This is an optimization exercise on Yosys and OpenROAD, whose aim is small area, not a production implementation.
Only simulation tests tie the RTL to the original design; equivalence was not proved.
No activity file was given, so power comes from the tool's default toggle rates.

==> flow/design.v <==
module pico9(clk, reset, port, iord, iowr, data_in, data_out,
	rom_addr, rom_data, mem_addr, mem_we, mem_rdata);
input clk, reset;
input [8:0] data_in;
output iord, iowr;
output [8:0] data_out;
output [IOMSB-1:0] port;
output [8:0] rom_addr;
input [31:0] rom_data;
output [10:0] mem_addr;
output mem_we;
input [8:0] mem_rdata;
localparam IOMSB = 3;
function [11:0] bk11;
	input [10:0] a, b;
	input c;
	integer n, d;
	reg [10:0] g, p, x;
	begin
		x = a ^ b;
		g = a & b;
		p = x;
		g[0] = g[0] | p[0] & c;
		for (d = 1; d < 11; d = d * 2)
			for (n = 2 * d - 1; n < 11; n = n + 2 * d) begin
				g[n] = g[n] | p[n] & g[n - d];
				p[n] = p[n] & p[n - d];
			end
		for (d = 4; d > 0; d = d / 2)
			for (n = 3 * d - 1; n < 11; n = n + 2 * d) begin
				g[n] = g[n] | p[n] & g[n - d];
				p[n] = p[n] & p[n - d];
			end
		bk11 = { g[10], x ^ { g[9:0], c } };
	end
endfunction
function [9:0] bk9;
	input [8:0] a, b;
	input c;
	integer n, d;
	reg [8:0] g, p, x;
	begin
		x = a ^ b;
		g = a & b;
		p = x;
		g[0] = g[0] | p[0] & c;
		for (d = 1; d < 9; d = d * 2)
			for (n = 2 * d - 1; n < 9; n = n + 2 * d) begin
				g[n] = g[n] | p[n] & g[n - d];
				p[n] = p[n] & p[n - d];
			end
		for (d = 4; d > 0; d = d / 2)
			for (n = 3 * d - 1; n < 9; n = n + 2 * d) begin
				g[n] = g[n] | p[n] & g[n - d];
				p[n] = p[n] & p[n - d];
			end
		bk9 = { g[8], x ^ { g[7:0], c } };
	end
endfunction
function [11:0] add11;
	input [10:0] a, b;
	input c;
	integer n;
	reg [11:0] r;
	begin
		r[0] = c;
		for (n = 0; n < 11; n = n + 1) r[n + 1] = a[n] & b[n] | (a[n] ^ b[n]) & r[n];
		add11 = { r[11], a ^ b ^ r[10:0] };
	end
endfunction
function [9:0] add9;
	input [8:0] a, b;
	input c;
	integer n;
	reg [9:0] r;
	begin
		r[0] = c;
		for (n = 0; n < 9; n = n + 1) r[n + 1] = a[n] & b[n] | (a[n] ^ b[n]) & r[n];
		add9 = { r[9], a ^ b ^ r[8:0] };
	end
endfunction
wire [31:0] i = rom_data;
wire [8:0] data;
reg [3:0] flags;
reg [1:0] ph;
reg [1:0] k;			 
wire m1 = ph == 2'd0;
wire m2 = ph == 2'd1;
wire m3 = ph == 2'd2;
wire m4 = ph == 2'd3;
wire alu = ~i[31];
wire pop = i[31] & ~i[30];	 
wire last = k == i[29:28];
wire first = k == 2'd0;
wire contd = alu & ~last;
always @(posedge clk) begin
	if (reset | m1 & |k) ph <= 2'd0;
	else ph <= { ph[1] ^ ph[0], ~ph[0] | ph[1] & contd };
	if (reset) k <= 2'd1;
	else if (m1 | m4 & ~contd) k <= 2'd0;
	else if (m4) k <= k + 2'd1;
end
reg [8:0] pc;
wire [8:0] pc_next = add9(pc, 9'd0, 1'b1);
wire cond_ok = ~i[27] | flags[i[26:25]] ^ i[24];
always @(posedge clk)
	if (reset) pc <= 0;
	else if (m3)
		if (i[31] ? ~i[30] | ~i[29] & ~cond_ok : last)
			pc <= pc_next;
		else if (i[31])
			pc <= i[29:28] == 2'b10 ? data : i[8:0];
assign rom_addr = pc;
reg [10:0] srcptr, dstptr;
reg [10:0] adr;			 
wire shr = alu & &i[26:25];
wire upd = m3 | m4 & last;
wire seld = m1 ? i[31] & i[30] : m2 ? alu : m4 & last;
wire [1:0] mode = seld ? i[22:21] : i[10:9];
wire [8:0] off = upd ? 9'd0 : seld ? i[20:12] : i[8:0];
wire pen = upd | |mode;
wire [10:0] base = pen ? (seld ? dstptr : srcptr) : 11'd0;
wire neg = upd ? mode[0] : shr;
wire [2:0] j = k + (m3 | m4 | m2 & i[31]);
wire [3:0] dj = neg ? 4'd0 - { 1'b0, j } : { 1'b0, j };
wire [10:0] offx = { {2{ pen & off[8] }}, off };
wire [10:0] dx = { {7{ dj[3] }}, dj };
wire [10:0] cs_s = base ^ offx ^ dx;
wire [10:0] cs_c = base & offx | (base ^ offx) & dx;
wire [11:0] adr_y = bk11(cs_s, { cs_c[9:0], 1'b0 }, 1'b0);
always @(posedge clk)
	if (~m3) adr <= adr_y[10:0];
wire isio = ~|adr[10:IOMSB+1];
reg io_q;
reg [IOMSB-1:0] port_q;
always @(posedge clk) begin
	io_q <= isio & ~adr[IOMSB];
	port_q <= adr[IOMSB-1:0];
end
assign data = io_q ? data_in : mem_rdata;
assign mem_addr = adr;
wire ptr_st = pop & i[28] & (ph[1] ^ ph[0]);
wire ptr_ld = pop & ~i[28] & ph[1];
wire [10:0] ptr_d = i[29] ? i[10:0] : { data[2:0], data[7:0] };
wire src_step = m3 & alu & last & i[10];
wire dst_step = m4 & alu & last & i[22];
always @(posedge clk)
	if (reset) srcptr <= 0;
	else if (src_step | ptr_ld & ~i[24])
		srcptr <= ptr_ld ? (m3 ? { srcptr[10:8], ptr_d[7:0] } : { ptr_d[10:8], srcptr[7:0] }) :
			adr_y[10:0];
always @(posedge clk)
	if (reset) dstptr <= 0;
	else if (dst_step | ptr_ld & i[24])
		dstptr <= ptr_ld ? (m3 ? { dstptr[10:8], ptr_d[7:0] } : { ptr_d[10:8], dstptr[7:0] }) :
			adr_y[10:0];
wire wr = m4 & alu & i[27] | m2 & &i[31:28] | ptr_st;
assign mem_we = wr;
assign port = m3 & ~(pop & i[28]) ? port_q : adr[IOMSB-1:0];
assign iord = m2 & alu & isio & ~adr[IOMSB] & ~i[11];
assign iowr = wr & isio & adr[IOMSB];
reg [8:0] src;
wire inv = i[24] & ~(i[26] & i[25]);
always @(posedge clk)
	src <= (i[11] ? first ? i[8:0] : 9'b0 : data) ^ {9{ inv }};
wire cy = ~first & flags[2];
wire [8:0] logic_y = i[25] ?
	i[24] ? ~src | data : src ^ data :
	i[24] ? ~src & data : src;
wire [9:0] add_y = bk9(data, src, cy ^ i[24]);
wire [8:0] shr_y = { |i[29:28] ? { 1'b0, cy } : { cy, src[8] }, src[7:1] };
wire [8:0] alu_y = i[26] ? i[25] ? shr_y : add_y[8:0] : logic_y;
wire [10:0] ptr_v = i[24] ? dstptr : srcptr;
wire [8:0] ptr_y = m3 ? { 6'd0, ptr_v[10:8] } : { 1'b0, ptr_v[7:0] };
assign data_out = i[31] ? i[30] ? pc_next : ptr_y : { last & alu_y[8], alu_y[7:0] };
always @(posedge clk)
	if (reset) flags <= 0;
	else if (alu & m4)
		flags <= {
			shr ? src[0] : add_y[9],
			shr ? src[0] : add_y[8],
			(first | flags[1]) & ~|alu_y[8:0],
			(first | flags[0]) & ~|alu_y[7:0]
		};
endmodule
export LEC_CHECK = 0
export CAP_MARGIN = 20
export CORE_MARGIN = 2
export CORE_UTILIZATION = 60
export CTS_BUF_LIST = sky130_fd_sc_hd__clkbuf_8
export GPL_TIMING_DRIVEN = 0
export SLEW_MARGIN = 20
create_clock -name core_clock -period 6.5 [get_ports {clk}]
standard.sh (not shown) runs the stock make flow with config.mk's settings and CLKGATE_MAP_FILE= SYNTH_SCRIPT=/design/flow/synth_recipe.tcl, a recipe that flattens the netlist after the stock synthesis.
==> flow/flow/run.sh <==
#!/bin/bash
# Own layout flow: the standard flow with three changes.
# 1. Synthesis is the standard flow's synthesis script with ABC's area-oriented mapping
#    script (flow/abc_area.script) in place of ORFS's speed script, and
# 2. without ORFS's extraction of full and half adder cells, so that ABC maps
#    all the logic. Neither touches the registers, which stay the standard
#    synthesis's, with the same names and cells.
# 3. The port buffers are the smallest buffer cell.
# 4. Clock tree synthesis inserts no dummy loads.
# Each tool's output goes to a log file in the work folder (and ORFS's logs).
set -euo pipefail
W=$PWD
F=$W/flow
sed -e "s|log_cmd abc {\*}\$abc_args|log_cmd abc -script $F/abc_area.script {*}[lrange \$abc_args 2 end]|" \
    -e 's|^\( *\)extract_fa {\*}\[dont_use_extract_fa_args\]$|\1# extract_fa left out|' \
  "$FLOW_HOME/scripts/synth.tcl" > "$W/synth_area.tcl"
grep -q "abc_area.script" "$W/synth_area.tcl"
grep -q "extract_fa left out" "$W/synth_area.tcl"
sed "s|source \$::env(SCRIPTS_DIR)/synth.tcl|source $W/synth_area.tcl|" "$W/synth_recipe.tcl" > "$W/my_synth.tcl"
grep -q "synth_area.tcl" "$W/my_synth.tcl"
sed "s|$W/synth_recipe.tcl|$W/my_synth.tcl|" "$W/standard.sh" > "$W/my_standard.sh"
grep -q "my_synth.tcl" "$W/my_standard.sh"
bash "$W/my_standard.sh" synth > "$W/synth.log" 2>&1
bash "$W/my_standard.sh" "BUFFER_PORTS_ARGS=-buffer_cell sky130_fd_sc_hd__buf_1" \
  "CTS_ARGS=-sink_clustering_enable -repair_clock_nets -buf_list sky130_fd_sc_hd__clkbuf_8 -dont_use_dummy_load" \
  finish > "$W/layout.log" 2>&1
==> flow/flow/abc_area.script <==
&get -n
&st
&deepsyn -T 20
&dch
&nf -R 1000 -p
&put
topo
stime -c
The baseline completed without violations.
==> next run, changes <==
--- a/flow/design.v
+++ b/flow/design.v
@@ -80,27 +80,27 @@
 	end
 endfunction
 wire [31:0] i = rom_data;
 wire [8:0] data;
 reg [3:0] flags;
 reg [1:0] ph;
+reg idle;
 reg [1:0] k;			 
 wire m1 = ph == 2'd0;
 wire m2 = ph == 2'd1;
 wire m3 = ph == 2'd2;
 wire m4 = ph == 2'd3;
 wire alu = ~i[31];
 wire pop = i[31] & ~i[30];	 
 wire last = k == i[29:28];
-wire first = k == 2'd0;
 wire contd = alu & ~last;
 always @(posedge clk) begin
-	if (reset | m1 & |k) ph <= 2'd0;
+	idle <= reset;
+	if (reset | idle) ph <= 2'd0;
 	else ph <= { ph[1] ^ ph[0], ~ph[0] | ph[1] & contd };
-	if (reset) k <= 2'd1;
-	else if (m1 | m4 & ~contd) k <= 2'd0;
+	if (reset | m4 & ~contd) k <= 2'd0;
 	else if (m4) k <= k + 2'd1;
 end
 reg [8:0] pc;
 wire [8:0] pc_next = add9(pc, 9'd0, 1'b1);
 wire cond_ok = ~i[27] | flags[i[26:25]] ^ i[24];
 always @(posedge clk)
@@ -159,27 +159,29 @@
 assign port = m3 & ~(pop & i[28]) ? port_q : adr[IOMSB-1:0];
 assign iord = m2 & alu & isio & ~adr[IOMSB] & ~i[11];
 assign iowr = wr & isio & adr[IOMSB];
 reg [8:0] src;
 wire inv = i[24] & ~(i[26] & i[25]);
 always @(posedge clk)
-	src <= (i[11] ? first ? i[8:0] : 9'b0 : data) ^ {9{ inv }};
-wire cy = ~first & flags[2];
+	src <= (i[11] ? k == 2'd0 ? i[8:0] : 9'b0 : data) ^ {9{ inv }};
+wire cy = flags[2];
 wire [8:0] logic_y = i[25] ?
 	i[24] ? ~src | data : src ^ data :
 	i[24] ? ~src & data : src;
 wire [9:0] add_y = bk9(data, src, cy ^ i[24]);
 wire [8:0] shr_y = { |i[29:28] ? { 1'b0, cy } : { cy, src[8] }, src[7:1] };
 wire [8:0] alu_y = i[26] ? i[25] ? shr_y : add_y[8:0] : logic_y;
 wire [10:0] ptr_v = i[24] ? dstptr : srcptr;
 wire [8:0] ptr_y = m3 ? { 6'd0, ptr_v[10:8] } : { 1'b0, ptr_v[7:0] };
 assign data_out = i[31] ? i[30] ? pc_next : ptr_y : { last & alu_y[8], alu_y[7:0] };
 always @(posedge clk)
 	if (reset) flags <= 0;
-	else if (alu & m4)
-		flags <= {
-			shr ? src[0] : add_y[9],
-			shr ? src[0] : add_y[8],
-			(first | flags[1]) & ~|alu_y[8:0],
-			(first | flags[0]) & ~|alu_y[7:0]
-		};
+	else if (alu)
+		if (m1 & ~idle) flags <= 4'b0011;
+		else if (m4)
+			flags <= {
+				shr ? src[0] : add_y[9],
+				shr ? src[0] : add_y[8],
+				flags[1] & ~|alu_y[8:0],
+				flags[0] & ~|alu_y[7:0]
+			};
 endmodule
Effect:
- The new run finished but fails on negative setup slack
- final cell count goes up by 4.2%
- worst hold slack gains 4.9 ps
- wire length goes up by 9.8%
- area after synthesis goes up by 1.1%
- cell area goes up by 7.4%
- first-iteration DRC count goes up by 43%
- flip-flop and latch count goes up by 1
- clock-buffer cell count stays the same
- core utilization goes up by 5.0 points
- via count goes up by 9.3%
- sequential share of layout area goes down by 1.4 points
- setup slack loses 310 ps
- power goes down by 12%

==> what the ideal ports hide <==
In the flow no input, the clock included, has a driving cell. The finished layouts below were timed again as built, in two steps. Step 1 (the two cells are an assumption about what drives the block):
set clk [get_ports {clk}]
set_driving_cell -lib_cell sky130_fd_sc_hd__clkbuf_16 $clk
set_driving_cell -lib_cell sky130_fd_sc_hd__buf_2 [delete_from_list [all_inputs] $clk]
Step 2 also shifts input and output timing later by t, the mid clock arrival at the registers, as if the neighbouring blocks saw the same clock. Three values: no drivers, after step 1, after step 2; two values: the first two.
run	t, ns	setup WS [ns]	worst setup path at the end
the first run	0.371	0.150 / 0.164 / -0.207	input to register
the second run	0.368	-0.158 / -0.145 / -0.513	input to register
With both steps, setup timing fails in the first run, where it was met with ideal ports. For the first run, which loses most, drivers alone change the setup slack by +0.014 ns; drivers and shift together by -0.357 ns.
